This design comes from an exercise in tuning for small area, a short achievable clock period and few clock cycles per item on the open sky130 flow, not from production work. At most, simulation tests tie the RTL to the original design; equivalence was not proved. The RTL of run 1 was laid out without a check of its function. Power and IR drop assume default switching activity.

==> flow/design.v, too long to show whole: its modules and the start of the top module <==
// module mul: 2016 lines
// module ysyx_mulunit: 21 lines
module ysyx_mulunit (
    input          clk,
    input          rst_n,
    input          mul_valid,
    input  [63:0]  alu_src1,
    input  [63:0]  alu_src2,
    input  [3:0]   mul_expand_signed,
    output [129:0] mul_res,
    output         sh_fnsh_flag
);
  // ...
==> flow/flow/run.sh <==
#!/bin/bash
# Layout flow: the standard layout (standard.sh, which also runs the
# standard synthesis) with two resizer settings changed: the port buffers start
# as buf_2 instead of the buffer the resizer picks, and sizing may swap a cell
# for one of another footprint. make's output goes to make.log; each step's
# tool output is in orfs/logs/.
set -euo pipefail
bash standard.sh MATCH_CELL_FOOTPRINT=0 \
    "BUFFER_PORTS_ARGS=-buffer_cell sky130_fd_sc_hd__buf_2" \
    finish > make.log 2>&1
==> flow/standard.sh <==
#!/bin/bash
# synth_recipe.tcl (not shown) runs the flow's synth.tcl, then flattens the netlist and writes it again
# the make line also repeats each setting of config.mk as NAME=value (left out here)
make -C /OpenROAD-flow-scripts/flow DESIGN_CONFIG=/design/flow/config.mk WORK_HOME=/design/flow/orfs CLKGATE_MAP_FILE= SYNTH_SCRIPT=/design/flow/synth_recipe.tcl "${@:-finish}"
==> flow/config.mk <==
export PLATFORM = sky130hd
export DESIGN_NAME = ysyx_mulunit
export DESIGN_NICKNAME = ysyx_mulunit
export VERILOG_FILES = /design/flow/design.v
export SDC_FILE = /design/flow/constraint.sdc
export NUM_CORES = 8
export LEC_CHECK = 0
export CAP_MARGIN = 20
export CORE_MARGIN = 2
export CORE_UTILIZATION = 50
export SETUP_SLACK_MARGIN = 5.0
export SLEW_MARGIN = 20
==> flow/constraint.sdc <==
create_clock -name core_clock -period 8.0 [get_ports {clk}]
set_input_delay 1.6000 -clock core_clock [delete_from_list [all_inputs] [get_ports {clk}]]
set_output_delay 1.6000 -clock core_clock [all_outputs]
set_load 0.01 [all_outputs]
==> metrics.md, run 1 <==
| Metric | Value |
|---|---|
| Min Hold Slack | between 0.4 and 0.5 ns |
| Max Used Layer | met5 |
| Slew @ Worst Pin | 0.9964 ns |
| Synth Register Bits | 308 |
| Largest register FFs | around 130 |
| Unrepaired setup endpoints after global routing | true |
| Footprint of the multi-input gates | around 23000 sq um |
| Drt wl/cell | around 27 um |
| Status | finished clean |
| Post-Synthesis Cell Area | between 20000 and 30000 sq um |
| Post-synth EDFFs | 0 |
| Synth Area in Compound Gates | 17.69% |
| Most common cell after layout, fill and taps aside | inv_1 |
| Fmax | roughly 260 MHz |
| Drt first pass iters | 6 |
| Cells after synthesis | 3407 |
| XOR/XNOR Fraction of Synth Area | 12.34% |
| FF+latch area | 6362 sq um |
| CP Depth | 13 |
| Gates resized, CTS repair | 284 |
| Signal buffers | 502 |
| Post-DP HPWL | 81.02 mm |
| CP arrival | ~4.3 ns |
| DIE AREA | 60720 sq um |
| Multi-In Gates | around 2500 |
| Final Non-Filler Cells | 4471 |
| GPL Wtd Cong | 1.021 |
| Max Slew Vio Count | 0 |
| Setup Viol. Count Final | 0 |
| Sum Neg Setup Slack | 0 ns |
| Routed wl met3 | approximately 12 mm |
| Synth Area in Simple Gates | 15.19% |
==> run 2, diff against run 1 <==
--- a/flow/design.v
+++ b/flow/design.v
@@ -67,30 +67,30 @@
             booth[3*i + 2] = c[2*i+2] ? ~c[2*i+1] & ~c[2*i] : c[2*i+1] & c[2*i];
         end
     end
 endfunction
 reg              prep;      
 reg              busy;      
 reg              res;       
 reg  [NC-1:0]    cnt;       
-reg  [NC-1:0]    hm;        
+reg  [NC-1:0]    hra, hrb;  
 reg              swp;
 reg  [127:0]     P;         
 reg  [W-1:0]     C;         
 reg              dlp, dlm;  
 reg  [63:0]      M;
 reg  [QW-1:0]    q;
 reg              f0, f1, f3, f12, fa;
 wire [63:0] mask = {{32{f0}}, {16{f12}}, {16{fa}}};
 wire [63:0] am = alu_src1 & mask;
 wire [63:0] bm = alu_src2 & mask;
 wire idle = ~prep & ~busy & ~res & ~sh_fnsh_flag;
 wire last = ~cnt[1];
-wire [NC-1:0] nxt = prep ? hm : (cnt >> 1) & ~(cnt >> 2);
+wire [NC-1:0] nxt = prep ? (swp ? hra : hrb) : (cnt >> 1) & ~(cnt >> 2);
 reg  [K:0] qna, qnb;
 integer i;
 always @(*) begin
     qna = {(K+1){1'b0}};
     qnb = {(K+1){1'b0}};
     for (i = 0; i < NC; i = i + 1) begin
         qna = qna | (chunk(am, i) & {(K+1){nxt[i]}});
         qnb = qnb | (chunk(bm, i) & {(K+1){nxt[i]}});
@@ -1985,17 +1985,18 @@
         prep         <= idle & mul_valid & tn[0];
         busy         <= prep | (busy & ~last);
         res          <= busy & last;
         sh_fnsh_flag <= res | (idle & mul_valid & ~tn[0]);
     end
 end
 always @(posedge clk) begin
     swp <= swap;
-    hm  <= swap ? ha : hb;
+    hra <= ha;
+    hrb <= hb;
     M   <= swp ? bm : am;
     f0  <= e0;
     f1  <= e1;
     f3  <= e3;
     f12 <= e0 | e12;
     fa  <= e0 | e12 | e3;
     q   <= qn;
     if (busy) begin
==> flow/flow/run.sh (replaced) <==
#!/bin/bash
# Layout flow: the standard layout (standard.sh, which also runs the
# standard synthesis) with these settings changed:
#  - the port buffers start as buf_2 instead of the buffer the resizer picks;
#  - sizing may swap a cell for one of another footprint;
#  - clock tree synthesis inserts no dummy loads.
# make's output goes to make.log; each step's tool output is in orfs/logs/.
set -euo pipefail
bash standard.sh MATCH_CELL_FOOTPRINT=0 \
    "BUFFER_PORTS_ARGS=-buffer_cell sky130_fd_sc_hd__buf_2" \
    "CTS_ARGS=-sink_clustering_enable -repair_clock_nets -dont_use_dummy_load" \
    finish > make.log 2>&1
==> metrics.md, run 2 <==
| Metric | Value |
|---|---|
| H-Tree Level Count | 2 |
| Post-DP HPWL | 75.64 mm (-6.6%) |
| Fmax | 275.2 MHz (+4.4%) |
| Die H | roughly 250 um |
| Sum Neg Setup Slack | 0 ns (unchanged) |
| Gate power share | 27.2% |
| Largest register FFs | 128 (unchanged) |
| # nets final | 4049 |
| Initial Utilization | 50.78% |
| Most common cell after layout, fill and taps aside | inv_1 |
| Post-Synthesis Cell Area | 29410 sq um (+0.10%) |
| Int Power | 2.976 mW |
| Clk buf depth | 3 |
| Clock network power share | 35.3% |
| Register area share after synthesis | 21.64% |
| Cells after synthesis | 3353 (-1.6%) |
| PwrDens | 126.8 nW/um^2 |
| Total power | 4.489 mW |
| Netlist cell types | approximately 100 |
| Hold Vio Cnt, Final | 0 |
| Sw frac | between 30% and 40% |
| Worst r2r path cells | 17 |
| Period Utilization, post-route | a little under half |
| Hold endpoint | u_mul.cnt[1] |
| Clock sinks | 317 |
| Yosys warnings | 1 |
| Area contributors post-synth | dfxtp_1 (21%), fa_1 (18%), xor2_1 (7.6%) |
| Hold WC Path Type | reg2reg |
| Unrepaired setup endpoints after global routing | true |
| Worst-path clk slew | 0.06 ns |
| Crit-path cells | ha_4, ha_4, a211oi_4, o21ai_4, a2111oi_4, buf_4, o221a_4, o32ai_4, buf_12, o2111ai_4, a2111oi_4, buf_6, buf_6, nand4_1, xor2_1, nand4b_1, nand3_1 |
| Critical path launch point type | register |
| Post-route setup slack | 4.366 ns |
| DRT iter0 DRCs | ~2900 |
| Footprint of the multi-input gates | 22120 sq um (-2.8%) |
| NetSw | 1.512 mW |
| Hold wc startpoint | u_mul.cnt[2] |
| Most frequent cell after synthesis | inv_1 |
| Grt ovf | 0 |
| Root Buffer | clkbuf_16 |
| Initial antenna violation count | 2 |
| Min Hold Slack | 0.4741 ns (+0.04292 ns) |
| PortBufs | 263 |
| Post-synth top area cell | dfxtp_1 |
| Max Slew Vio Count | 0 (unchanged) |
| Largest regs | u_mul.P x128, u_mul.C x75, u_mul.M x64 |
| Setup Viol. Count Final | 0 (unchanged) |
| Die width | 246.5 um |
| Drt first pass iters | 10 (+4) |
| Area Overhead vs Synth | 20.34% |
| Flop2flop setup slack | 4.37 ns |
| R2R Path Start | u_mul.P[0] |
| CTS tree | built |
| Largest stage delay, worst path | ~0.46 ns |
| # DRC | 0 |
| Synth Register Bits | 317 (+2.9%) |
| Worst-Skew Late Latency | 0.59 ns |
| Post-synth EDFFs | 0 (unchanged) |
| Top cells by count, synth | inv_1 (367), dfxtp_1 (313), a22oi_1 (281), fa_1 (259), xor2_1 (255) |
| Count of max-cap constraint violations | 0 |
| Vias per cell | between 6 and 7 |
| CTS Buf Count | 41 |
| Ports | roughly 270 |
| Critical R2R Capture | u_mul.P[123] |
| Status | finished clean |
| Post-route ant nets | 0 |
| CP required | 8.53 ns |
| Diode count | 0 |
| Largest net degree at the start of global routing | 92 |
| Via count | between 20000 and 30000 |
| Slew @ Worst Pin | 1.051 ns (+0.05476 ns) |
| Max transition margin | 29.92% |
| Site Rows | roughly 90 |
| Total track usage | 35.29% |
| Commonest register cell after synthesis | dfxtp_1 |
| Commonest non-fill, non-tap cells in the layout | inv_1 (365), dfxtp_1 (263), fa_1 (256), buf_2 (256), a22oi_1 (252) |
| Pre-CTS WS | roughly 3.4 ns |
| Post-synth ARST share | approximately 1.3% |
| DIE AREA | 60780 sq um (+0.10%) |
| Filler Cells Inserted | slightly above 5000 |
| Hold Crit Depth | 2 |
| CP Max Fanout | 7 |
| VDD IR max | roughly 0.16 mV |
| Flop pwr share | about 38% |
| GPL Wtd Cong | 0.9867 (-3.4%) |
| Drt wl/cell | 26.44 um (-2.2%) |
| Global-route wire length before repair | 163.7 mm |
| FF+latch area | 6471 sq um (+1.7%) |
| Leakage dissipation | 13.96 nW |
| Vias in the first global route | 26460 |
| Mean Syn Cell Area | 8.772 sq um |
| Fin Clk Skew | 0.04670 ns |
| Top reg by flops | u_mul.P |
| Share of cells above drive strength 1 | 22.48% |
| Setup crit end kind | register |
| CP arrival | 4.16 ns (-0.12 ns) |
| Total routed wirelength | 114.1 mm |
| Final worst path period need | 3.634 ns |
| Critical path class | reg2reg |
| Core footprint | about 58000 sq um |
| Slowest CP cell | a2111oi_4 |
| Synth top area share | 21.30% |
## run 2: cell count changes in the layout (fill, tap and decap cells not counted), sizes merged, moves of 11 or more
cell	change
clkbuf	-12
nand2	-34
a22o	+15
o21ai	-14
a222oi	+18
a221oi	-11
nor2b	+26
nor3	-18
nand4	-12
buf	-80
## run 2: logic make-up after synthesis
logic type	count (synthesis)	synth area share (%)
buf+inv	638	8.683
xor+xnor	428	12.80
simple gates	780	13.89
mux	89	3.088
compound gates	737	17.84
fa+ha+maj	363	22.04
flops	317	21.64
other cells	1	0.01275
## run 2: layout make-up
type	instances	area share, %
Timing Repair Buffer	424	9.640
Tap cell	765	2.704
Timing Repair inverter	1	0.02475
Inverter	368	3.949
Multi-Input combinational cell	2399	62.50
Clock buffer	41	2.899
Sequential cell	317	18.28
## run 2: power groups by stage
stage | clock (mW) | combinational (mW) | sequential, mW
floorplan | 0 | 0.693 | 1.66
global placement | 0 | 0.990 | 1.71
detailed placement | 0 | 1.00 | 1.71
CTS | 1.61 | 1.10 | 1.67
global route | 1.66 | 1.32 | 1.68
finish | 1.59 | 1.22 | 1.68
## run 2: through the flow
stage                     instance area [sq um]  std cells  util (%)
final                                     35390       4315     61.11
after global routing                      35390       4315     61.11
after CTS                                 33910       4247     58.55
after detailed placement                  31150       4135     53.79
after global placement                    31150       4135     53.79
after floorplan                           29900       3354         -
## run 2: how the worst max path moves through the flow
stage,start,endpoint,slack [ns],cells after the start
after floorplan,u_mul.P[0],u_mul.P[60],4.84,14
after global placement,u_mul.P[59],u_mul.P[126],3.38,12
after detailed placement,u_mul.P[59],u_mul.P[126],3.35,12
after CTS,u_mul.C[5],u_mul.P[56],4.32,13
after global routing,u_mul.C[6],u_mul.P[126],4.28,15
final,u_mul.P[0],u_mul.P[123],4.37,17
## run 2: routing by layer
layer,up-vias,track usage [%],wire (um)
li1,11700,-,-
met1,13150,47.32,45020
met2,1502,55.27,50470
met3,369,6.416,11950
met4,4,16.23,6618
met5,-,0,27
## run 2: critical path: cells and delay by family (launching register included)
kind                     cells  cell delay [ns]
AO/OA/AOI/OAI                7             1.67
buffers and inverters        4             0.66
AND/OR/NAND/NOR              3             0.36
flip-flops                   1             0.35
adder cells (fa/ha/maj)      2             0.33
XOR/XNOR                     1             0.19
## run 2: repair_timing
action,4_1_cts,5_1_grt
pin swaps,88,118
setup buffers,61,44
gates resized for setup,257,194
setup endpoints to repair,210,152
hold buffers,0,0
gates cloned,10,24
Testbench counts of run 2, summed over its fixed seeds: cycles 34,522, muls 4,800.
==> run 3, diff against run 2 <==
--- a/flow/config.mk
+++ b/flow/config.mk
@@ -9,4 +9,5 @@
 export CORE_MARGIN = 2
-export CORE_UTILIZATION = 50
-export SETUP_SLACK_MARGIN = 5.0
+export CORE_UTILIZATION = 65
+export PLACE_DENSITY = 0.75
+export SETUP_SLACK_MARGIN = 4.5
 export SLEW_MARGIN = 20
==> metrics.md, run 3 <==
| Metric | Value |
|---|---|
| Status | finished clean |
| Count of max-cap constraint violations | 0 (unchanged) |
| Fmax | 268.2 MHz (-2.6%) |
| Commonest non-fill, non-tap cells in the layout | inv_1 (367), a22oi_1 (281), dfxtp_1 (272) |
| Largest register FFs | 128 (unchanged) |
| Yosys warnings | 1 (unchanged) |
| CTS Buf Count | 39 (-4.9%) |
| # nets final | 3960 (-2.2%) |
| Period Utilization, post-route | 46.62% (+1.2 points) |
| Largest net degree at the start of global routing | 99 (+7.6%) |
| Largest regs | u_mul.P x128, u_mul.C x75, u_mul.M x64 |
| Initial antenna violation count | 4 (+2) |
| DIE AREA | 46970 sq um (-23%) |
| Slew @ Worst Pin | 1.117 ns (+0.06604 ns) |
| Total routed wirelength | 101.2 mm (-11%) |
| Share of cells above drive strength 1 | 16.58% (-5.9 points) |
| Grt ovf | 0 (unchanged) |
| Hold Vio Cnt, Final | 0 (unchanged) |
| Final Non-Filler Cells | 4055 (-6.0%) |
| CP Max Fanout | 7 (unchanged) |
| Top reg by flops | u_mul.P |
| Commonest register cell after synthesis | dfxtp_1 |
| Core footprint | 44410 sq um (-23%) |
| Fin Clk Skew | 0.03179 ns (-0.01491 ns) |
| CP arrival | 4.17 ns (about the same) |
| Ports | 266 (unchanged) |
| # DRC | 0 (unchanged) |
| Hold WC Path Type | reg2reg |
| Vias per cell | 6.543 (+5.7%) |
| Placed cell count | 3963 (-4.2%) |
| Die H | 216.7 um (-12%) |
| Min Hold Slack | 0.4438 ns (-0.03026 ns) |
| Vias in the first global route | 26390 (-0.25%) |
| Post-DP HPWL | 73.90 mm (-2.3%) |
| Initial Utilization | 66.22% (+15 points) |
| DRT iter0 DRCs | 3646 (+26%) |
| Critical path class | reg2reg |
| Final worst path period need | 3.729 ns (+0.09565 ns) |
| Setup Viol. Count Final | 0 (unchanged) |
| CP required | 8.44 ns (-0.09 ns) |
| Clock sinks | 317 (unchanged) |
| Site Rows | 77 (-13%) |
| Filler Cells Inserted | 3277 (-35%) |
| PortBufs | 263 (unchanged) |
| H-Tree Level Count | 2 (unchanged) |
| Sum Neg Setup Slack | 0 ns (unchanged) |
| GPL Wtd Cong | 1.043 (+5.7%) |
| Hold Buf Count CTS | 0 (unchanged) |
| Post-synth top area cell | dfxtp_1 |
| Drt first pass iters | 9 (-1) |
| Dpl cell area | 30550 sq um (-1.9%) |
| Most common cell after layout, fill and taps aside | inv_1 |
| Synth Register Bits | 317 (unchanged) |
| Netlist cell types | 99 (unchanged) |
| Post-route cell area | 32900 sq um (-7.1%) |
| Global-route wire length before repair | 155.3 mm (-5.1%) |
| Post-route ant nets | 0 (unchanged) |
| Top cells by count, synth | inv_1 (367), dfxtp_1 (313), a22oi_1 (281), fa_1 (259), xor2_1 (255) |
| Drt wl/cell | 24.96 um (-5.6%) |
| CTS tree | built |
| Unrepaired setup endpoints after global routing | true |
| Max Slew Vio Count | 0 (unchanged) |
| Synth top area share | 21.30% (unchanged) |
| Area contributors post-synth | dfxtp_1 (21%), fa_1 (18%), xor2_1 (7.6%) |
| Via count | 26530 (-0.70%) |
| Die width | 216.7 um (-12%) |
| Total track usage | 42.72% (+7.4 points) |
| Most frequent cell after synthesis | inv_1 |
| Root Buffer | clkbuf_16 |
| Area Overhead vs Synth | 11.85% |
| PwrDens | 129.3 nW/um^2 (+1.9%) |
| Register area share after synthesis | 21.64% (unchanged) |
| Worst-path clk slew | 0.06 ns (about the same) |
| Setup crit end kind | register |
| Post-Synthesis Cell Area | 29410 sq um (unchanged) |
| Post-synth ARST share | 1.262% (unchanged) |
| Post-synth EDFFs | 0 (unchanged) |
| Leakage dissipation | 13.05 nW (-6.5%) |
| VDD IR max | 0.1304 mV (-20%) |
| Clk buf depth | 3 (unchanged) |
| Max transition margin | 25.52% (-4.4 points) |
| Critical path launch point type | register |
| Cells after synthesis | 3353 (unchanged) |
| Worst-Skew Late Latency | 0.58 ns (about the same) |
| Total power | 4.253 mW (-5.2%) |
| Flop2flop setup slack | 4.27 ns (-0.10 ns) |
| Mean Syn Cell Area | 8.772 sq um (unchanged) |
-- run 3: cell counts after synthesis --
Identical to the previous run, type by type.
-- run 3: final cells by class --
cell class | instances | area [sq um] | area share, %
Tap cell | 592 | 740.7 | 2.252
Inverter | 368 | 1381 | 4.199
Sequential cell | 317 | 6441 | 19.58
Antenna cell | 2 | 5.005 | 0.01521
Clock buffer | 39 | 975.9 | 2.967
Multi-Input combinational cell | 2399 | 21370 | 64.95
Timing Repair Buffer | 338 | 1988 | 6.043
-- run 3: kinds of logic (layout without fill, tap and decap cells) --
kind of cell	count (synthesis)	in the layout	share of synthesized area (%)
XOR/XNOR	428	428	12.80
other	1	4	0.01275
flip-flops	317	317	21.64
buffers and inverters	638	745	8.683
AND/OR/NAND/NOR	780	780	13.89
multiplexers	89	89	3.088
adder cells (fa/ha/maj)	363	363	22.04
AO/OA/AOI/OAI	737	737	17.84
-- run 3: what timing repair did --
item	4_1_cts	5_1_grt
setup buffers	36	13
endpoints found under the setup margin	125	94
pin swaps	39	20
resized for setup	111	86
gates cloned	2	0
-- run 3: through the flow --
stage / util [%] / worst slack (ns)
4_1_cts: 73.01 / 4.414
3_5_place_dp: 68.78 / 3.462
2_1_floorplan: - / 4.528
3_3_place_gp: 68.72 / 3.458
6_report: 74.07 / 4.271
5_1_grt: 74.07 / 4.178
-- run 3: routing by layer --
layer	share of wire, %	up-vias	track usage (%)
met5	0.0089	-	0
met4	6.2	2	21.23
met3	11	370	8.337
met2	45	1813	67.21
met1	38	12810	56.42
li1	-	11540	-
-- run 3: power breakdown --
group / internal [mW] / switching [mW]
Combinational: 0.382 / 0.655
Clock: 0.853 / 0.684
Sequential: 1.61 / 0.0691
-- run 3: final timing paths --
kind | startpoint | endpoint | cells past startpoint
worst max-delay path | u_mul.P[17] | u_mul.P[126] | 14
worst min-delay path | u_mul.cnt[1] | u_mul.res | 1
worst max register to register | u_mul.P[17] | u_mul.P[126] | 14
worst min register to register | u_mul.cnt[1] | u_mul.res | 1
max in group asynchronous | rst_n | u_mul.busy | 1
min in group asynchronous | rst_n | u_mul.res | 1
-- run 3: critical path, cell delays in order (launching register included) --
cell	delay, ns
dfxtp_1	0.34
ha_2	0.37
nor2_1	0.08
nor2_2	0.21
o41ai_4	0.12
buf_4	0.18
o221a_4	0.31
o32ai_4	0.42
o2111ai_4	0.22
a2111oi_4	0.43
buf_6	0.20
o2111ai_4	0.20
nor3b_4	0.31
xnor2_1	0.16
o21ai_1	0.07
==> run 4, diff against run 3 <==
--- a/flow/config.mk
+++ b/flow/config.mk
@@ -9,4 +9,3 @@
 export CORE_MARGIN = 2
-export CORE_UTILIZATION = 65
-export PLACE_DENSITY = 0.75
+export CORE_UTILIZATION = 50
 export SETUP_SLACK_MARGIN = 4.5
==> metrics.md, run 4 <==
| Metric | Value |
|---|---|
| Status | finished clean |
| Top cells by count, synth | inv_1 (367), dfxtp_1 (313), a22oi_1 (281), fa_1 (259), xor2_1 (255) |
| Period Utilization, post-route | 45.61% (-1.0 points) |
| Final worst path period need | 3.649 ns (-0.08024 ns) |
| Leakage dissipation | 13.10 nW (+0.42%) |
| Critical path startpoint | u_mul.C[0] |
| Root Buffer | clkbuf_16 |
| Worst-path clk slew | 0.05 ns (about the same) |
| Vias in the first global route | 25570 (-3.1%) |
| Netlist cell types | 99 (unchanged) |
| Post-route cell area | 33340 sq um (+1.3%) |
| VDD IR max | 0.1389 mV (+6.5%) |
| Area Overhead vs Synth | 13.35% |
| Worst Path Buf+Inv | 4 (+2) |
| GPL Wtd Cong | 0.9804 (-6.0%) |
| CTS Buf Count | 41 (+5.1%) |
| Cells after synthesis | 3353 (unchanged) |
| Global-route wire length before repair | 156.7 mm (+0.90%) |
| # DRC | 0 (unchanged) |
| Synth top area share | 21.30% (unchanged) |
| Hold Vio Cnt, Final | 0 (unchanged) |
| CP arrival | 4.12 ns (-0.05 ns) |
| Mean Syn Cell Area | 8.772 sq um (unchanged) |
| Min Hold Slack | 0.4637 ns (+0.01983 ns) |
| Fin Clk Skew | 0.03928 ns (+0.007488 ns) |
| Area contributors post-synth | dfxtp_1 (21%), fa_1 (18%), xor2_1 (7.6%) |
| Vias per cell | 6.070 (-7.2%) |
| Commonest register cell after synthesis | dfxtp_1 |
| R2R Path Start | u_mul.C[0] |
| Total routed wirelength | 104.1 mm (+2.9%) |
| Dpl cell area | 30730 sq um (+0.59%) |
| Slew @ Worst Pin | 1.062 ns (-0.05567 ns) |
| Top cell by count, worst path | buf_4 |
| Register area share after synthesis | 21.64% (unchanged) |
| Commonest non-fill, non-tap cells in the layout | inv_1 (367), a22oi_1 (281), dfxtp_1 (269) |
| DRT iter0 DRCs | 2558 (-30%) |
| Setup crit end kind | register |
| Post-route ant nets | 0 (unchanged) |
| Fmax | 274.0 MHz (+2.2%) |
| Drt wl/cell | 24.59 um (-1.4%) |
| Initial antenna violation count | 2 (-2) |
| Max Slew Vio Count | 0 (unchanged) |
| Hold wc startpoint | u_mul.cnt[1] |
| CP required | 8.47 ns (+0.03 ns) |
| Critical path class | reg2reg |
| Top reg by flops | u_mul.P |
| Core footprint | 57920 sq um (+30%) |
| Post-DP HPWL | 77.33 mm (+4.6%) |
| Delay-heaviest family, CP | compound AO/OA/AOI/OAI gates |
| Critical path launch point type | register |
| Post-synth ARST share | 1.262% (unchanged) |
| Drt first pass iters | 8 (-1) |
| Unrepaired setup endpoints after global routing | true |
| Most frequent cell after synthesis | inv_1 |
| Slowest CP cell | o22ai_4 |
| DIE AREA | 60780 sq um (+29%) |
| Largest stage delay, worst path | 0.42 ns (about the same) |
| PwrDens | 129.2 nW/um^2 (about the same) |
| Initial Utilization | 50.78% (-15 points) |
| Die H | 246.5 um (+14%) |
| Max transition margin | 29.23% (+3.7 points) |
| Clk buf depth | 3 (unchanged) |
| Hold WC Path Type | reg2reg |
| Clock sinks | 317 (unchanged) |
| Largest regs | u_mul.P x128, u_mul.C x75, u_mul.M x64 |
| Post-synth top area cell | dfxtp_1 |
| PortBufs | 263 (unchanged) |
| H-Tree Level Count | 2 (unchanged) |
| CTS tree | built |
| Largest register FFs | 128 (unchanged) |
| Sum Neg Setup Slack | 0 ns (unchanged) |
| # nets final | 3966 (+0.15%) |
| Post-Synthesis Cell Area | 29410 sq um (unchanged) |
| Setup Viol. Count Final | 0 (unchanged) |
| Total track usage | 33.75% (-9.0 points) |
| Worst-Skew Late Latency | 0.58 ns (about the same) |
| Count of max-cap constraint violations | 0 (unchanged) |
| CP Max Fanout | 8 (+1) |
| Die width | 246.5 um (+14%) |
| Synth Register Bits | 317 (unchanged) |
| Yosys warnings | 1 (unchanged) |
| Grt ovf | 0 (unchanged) |
| Crit-path cells | ha_4, ha_4, a211oi_4, o21ai_2, a2111oi_4, buf_4, o21ai_4, a2111oi_4, buf_4, o21a_4, buf_4, a311o_2, a21oi_4, o22ai_4, clkbuf_16, a22o_1 |
| Site Rows | 88 (+14%) |
| Share of cells above drive strength 1 | 16.73% (+0.14 points) |
| Flop2flop setup slack | 4.35 ns (+0.08 ns) |
| Via count | 25700 (-3.1%) |
| Largest net degree at the start of global routing | 98 (-1.0%) |
| Post-synth EDFFs | 0 (unchanged) |
| Most common cell after layout, fill and taps aside | inv_1 |
| Ports | 266 (unchanged) |
-- run 4: cell counts after synthesis --
No cell type changed its count.
-- run 4: where the power goes --
part / internal [mW] / switching (mW)
sequential: 1.61 / 0.0654
clock: 0.895 / 0.696
combinational: 0.385 / 0.655
-- run 4: routing by layer --
layer	wire (um)	vias to the layer above	GRT usage [%]
met4	4880	0	13.87
met2	48010	1202	54.48
li1	-	11530	-
met3	7569	251	4.630
met5	0	-	0
met1	43680	12720	45.46
-- run 4: logic make-up after synthesis --
| logic type | Yosys count | share of synthesized area, % |
|---|---|---|
| AO/OA/AOI/OAI | 737 | 17.84 |
| XOR/XNOR | 428 | 12.80 |
| adder cells (fa/ha/maj) | 363 | 22.04 |
| buffers and inverters | 638 | 8.683 |
| flip-flops | 317 | 21.64 |
| multiplexers | 89 | 3.088 |
| other | 1 | 0.01275 |
| AND/OR/NAND/NOR | 780 | 13.89 |
-- run 4: per-stage QoR --
stage / setup slack, ns / power (mW) / util [%] / std cells
after floorplan: 4.528 / 2.346 / - / 3354
after global placement: 3.476 / 2.703 / 53.06 / 4135
after detailed placement: 3.432 / 2.712 / 53.06 / 4135
after CTS: 4.378 / 4.308 / 56.26 / 4198
after global routing: 4.207 / 4.491 / 57.56 / 4234
final: 4.351 / 4.306 / 57.56 / 4234
-- run 4: worst paths after layout --
path | endpoint | cells past startpoint
worst max register to register | u_mul.P[55] | 16
worst min-delay path | u_mul.res | 1
min in group asynchronous | u_mul.res | 1
max in group asynchronous | u_mul.busy | 1
worst max-delay path | u_mul.P[55] | 16
worst min register to register | u_mul.res | 1
-- run 4: timing repair --
action                     CTS  global route
pin swaps                   29            33
setup endpoints to repair  173           112
resized for setup          114            89
cloned                       3             1
setup buffers               19            33
hold buffers                 0             0
-- run 4: worst register-to-register path: cells and delay by family, from the launching register on --
kind | cells | cell delay [ns]
DFF | 1 | 0.33
AOI/OAI and AO/OA | 10 | 2.13
adders and majority gates | 2 | 0.33
buffers and inverters | 4 | 0.77
-- run 4: area by class of cell --
class                      count  area, sq um
tap                          765        957.2
timing repair buffer         342         2092
clock buffer                  41         1026
fill                        5291        24580
sequential                   317         6446
antenna                        2        5.005
multi-input combinational   2399        21430
inverter                     368         1386

static timing again, ports no longer ideal:
Ports are ideal in the flow. The routed layouts listed here were re-timed in OpenROAD. Step 1 (the two cells are an assumption about what drives the block):
set clk [get_ports {clk}]
set_driving_cell -lib_cell sky130_fd_sc_hd__clkbuf_16 $clk
set_driving_cell -lib_cell sky130_fd_sc_hd__buf_2 [delete_from_list [all_inputs] $clk]
Step 2, shift: input delay + t, output delay - t, t = (earliest + latest rising clock arrival at the registers) / 2. This alone moves slack from input paths to output paths. Slacks: ideal / step 1 / step 2; pairs: ideal / step 1.
run	shift t [ns]	setup slack, ns	worst setup path after step 2	latest minus earliest clock arrival (ns)	slew at the worst register clock pin (ns)
run 1	0.634	4.205 / 4.227 / 3.593	input to register	0.035 / 0.034	0.06 / 0.06
run 2	0.633	4.366 / 4.366 / 4.366	register to register	0.053 / 0.052	0.06 / 0.06
run 3	0.625	4.271 / 4.271 / 3.908	input to register	0.032 / 0.031	0.06 / 0.06
run 4	0.621	4.351 / 4.351 / 3.924	input to register	0.040 / 0.039	0.06 / 0.06
After both steps every run listed still meets setup and hold. For run 1, which loses most, drivers alone change the setup slack by +0.022 ns; drivers and shift together by -0.612 ns.
